Source: an optimization exercise on an open RTL-to-GDS flow (aim: small area). Production flows keep margins and buffers that such runs may drop. In this exercise RTL edits were held to simulation tests only and were not proved equivalent to the original. The clock input has no modelled driver; a real chip could not lean on it and would need a root buffer or a full tree. Power is estimated from default activity; no workload was simulated.

05-14:
// updowncounter
module updowncounter(A0, A1, ncs, nwr, nrd, clk, rst, start, din, dout, dout_oe, err, cout, dir, ec);
	input ncs, nwr, nrd, A0, A1, clk, rst, start;
	input [7:0] din;
	output [7:0] dout;
	output dout_oe;
	output reg [7:0] cout;
	output reg dir;
	output err;
	output reg ec;
	reg [7:0] plr, ulr, llr, ccr, inc_cc;
	reg out1, start_pos_hold;
	function [8:0] inc9;             
		input [7:0] a;
		integer i;
		reg c;
		begin
			c = 1'b1;
			for (i = 0; i < 8; i = i + 1) begin
				inc9[i] = a[i] ^ c;
				c = c & a[i];
			end
			inc9[8] = c;
		end
	endfunction
	function [8:0] dec9;             
		input [7:0] a;
		integer i;
		reg b;
		begin
			b = 1'b1;
			for (i = 0; i < 8; i = i + 1) begin
				dec9[i] = a[i] ^ b;
				b = b & ~a[i];
			end
			dec9[8] = b;
		end
	endfunction
	function lt8;                    
		input [7:0] a, b;
		integer i;
		reg l;
		begin
			l = 1'b0;
			for (i = 0; i < 8; i = i + 1)
				l = (~a[i] & b[i]) | (~(a[i] ^ b[i]) & l);
			lt8 = l;
		end
	endfunction
	wire wr = ~ncs & ~nwr & nrd;
	wire [7:0] dz = din & {8{~rst}};
	wire [7:0] d1 = din | {8{rst}};
	always @(posedge clk) begin
		if (rst | (wr & ~A1 & ~A0)) plr <= dz;
		if (rst | (wr & ~A1 &  A0)) ulr <= d1;
		if (rst | (wr &  A1 & ~A0)) llr <= dz;
		if (rst | (wr &  A1 &  A0)) ccr <= dz;
	end
	assign dout_oe = ~ncs & nwr & ~nrd;
	assign dout = A0 ? (A1 ? ccr : llr) : (A1 ? ulr : plr);
	wire [8:0] cinc = inc9(cout);    
	wire [8:0] cdec = dec9(cout);    
	wire [8:0] iinc = inc9(inc_cc);
	wire pl_eq_ll = (plr == llr);
	wire pl_eq_ul = (plr == ulr);
	wire all_eq = pl_eq_ll & pl_eq_ul;
	wire all_zero = ~|plr & all_eq;
	wire e3 = (cout == plr);                         
	wire e4 = ~cdec[8] & (cdec[7:0] == plr);         
	wire e5 = ~cinc[8] & (cinc[7:0] == plr);         
	wire e8 = ~cdec[8] & (cdec[7:0] == llr);         
  ...
Settings: LEC_CHECK=0, CAP_MARGIN=0, CORE_MARGIN=2, CORE_UTILIZATION=75, GPL_TIMING_DRIVEN=0, SLEW_MARGIN=0, BUFFER_PORTS_ARGS=-buffer_cell sky130_fd_sc_hd__buf_1, PRE_CTS_TCL=/design/flow/flow/mycts.tcl; clock period 5.0 ns.
standard.sh (not shown) runs the stock make flow with config.mk's settings and CLKGATE_MAP_FILE= SYNTH_SCRIPT=/design/flow/synth_recipe.tcl, a recipe that flattens the netlist after the stock synthesis.
==> flow/flow/run.sh <==
#!/bin/bash
set -euo pipefail
H=$PWD
R=orfs/results/sky130hd/updowncounter/base
# the standard synthesis, for the register names only
sed -e "s#WORK_HOME=[^ ]*#WORK_HOME=$H/std#" standard.sh > std_synth.sh
bash std_synth.sh synth > std_synth.log 2>&1
sed -e "s#SYNTH_SCRIPT=[^ ]*#SYNTH_SCRIPT=$H/flow/my_synth.tcl ADDER_MAP_FILE=#" standard.sh > my_standard.sh
echo "export BUFFER_PORTS_ARGS = -buffer_cell sky130_fd_sc_hd__buf_1" >> config.mk
echo "export PRE_CTS_TCL = $H/flow/mycts.tcl" >> config.mk
if [[ -f flow/extra.mk ]]; then cat flow/extra.mk >> config.mk; fi
export MYABC=$H/flow/area.abc
bash my_standard.sh $H/$R/1_2_yosys.v > make_synth.log 2>&1
python3 flow/rename_regs.py std/results/sky130hd/updowncounter/base/1_2_yosys.v $R/1_2_yosys.v > rename.log 2>&1
bash my_standard.sh > make.log 2>&1
Other scripts of this flow, unchanged in this note and not shown: flow/flow/area.abc, flow/flow/my_synth.tcl, flow/flow/mycts.tcl, flow/flow/rename_regs.py
Changes in 09-15 relative to 05-14:
Settings: setting PLACE_DENSITY to 0.9 for the first time.
[summary]
Changes observed in 09-15 relative to 05-14: post-CTS repair timing setup buffer count now sits at about the same level, die boundary width now sits at about the same level. 05-14 and 09-15 ended up with nearly the same worst setup timing slack at the placement stage. Comparing 05-14 against 09-15, there is no change at all in final instance area. Number of enable flip-flop cells after synthesis essentially unchanged between 05-14 and 09-15. 09-15 finished all stages; the layout is clean. There was hardly any difference in proportion of power drawn by flip-flops and latches between 09-15 and 05-14. As far as initial antenna violation count goes, 09-15 and 05-14 are indistinguishable; the numbers are identical. From 05-14 to 09-15 the numbers moved as follows: cell depth of the worst hold path shows no meaningful change, worst setup margin flat. Comparing 05-14 against 09-15, there is no change at all in wire length of the first global-routing pass. Diff 05-14..09-15 | overall die area | unchanged.
No run of this note takes its clock network from TritonCTS; it comes from the design's own scripts or RTL.

-- static timing again, ports no longer ideal --
No port has a modelled driver above. Below, the same layouts with a new extraction and two added sets of constraints.
Step 1: set_driving_cell puts a clkbuf_16 on clk and a buf_2 on each other input, an assumption about the parent block.
Step 2 adds t to the input delays and takes it off the output delays; t is the mean of the earliest and latest rising clock arrival at the registers after step 1. Input paths then give back, and output paths get back, about the clock's delay inside the block.
Slacks: ideal / step 1 / step 2; pairs: ideal / step 1.
run	t (ns)	setup WS [ns]	worst setup path at the end	clock arrival spread, ns	worst slew at a driven data input, ns
05-14	0.207	0.460 / 0.460 / 0.460	register to register	0.004 / 0.004	0.04
09-15	0.207	0.460 / 0.460 / 0.460	register to register	0.004 / 0.004	0.04
After both steps setup and hold are still met in every run listed.
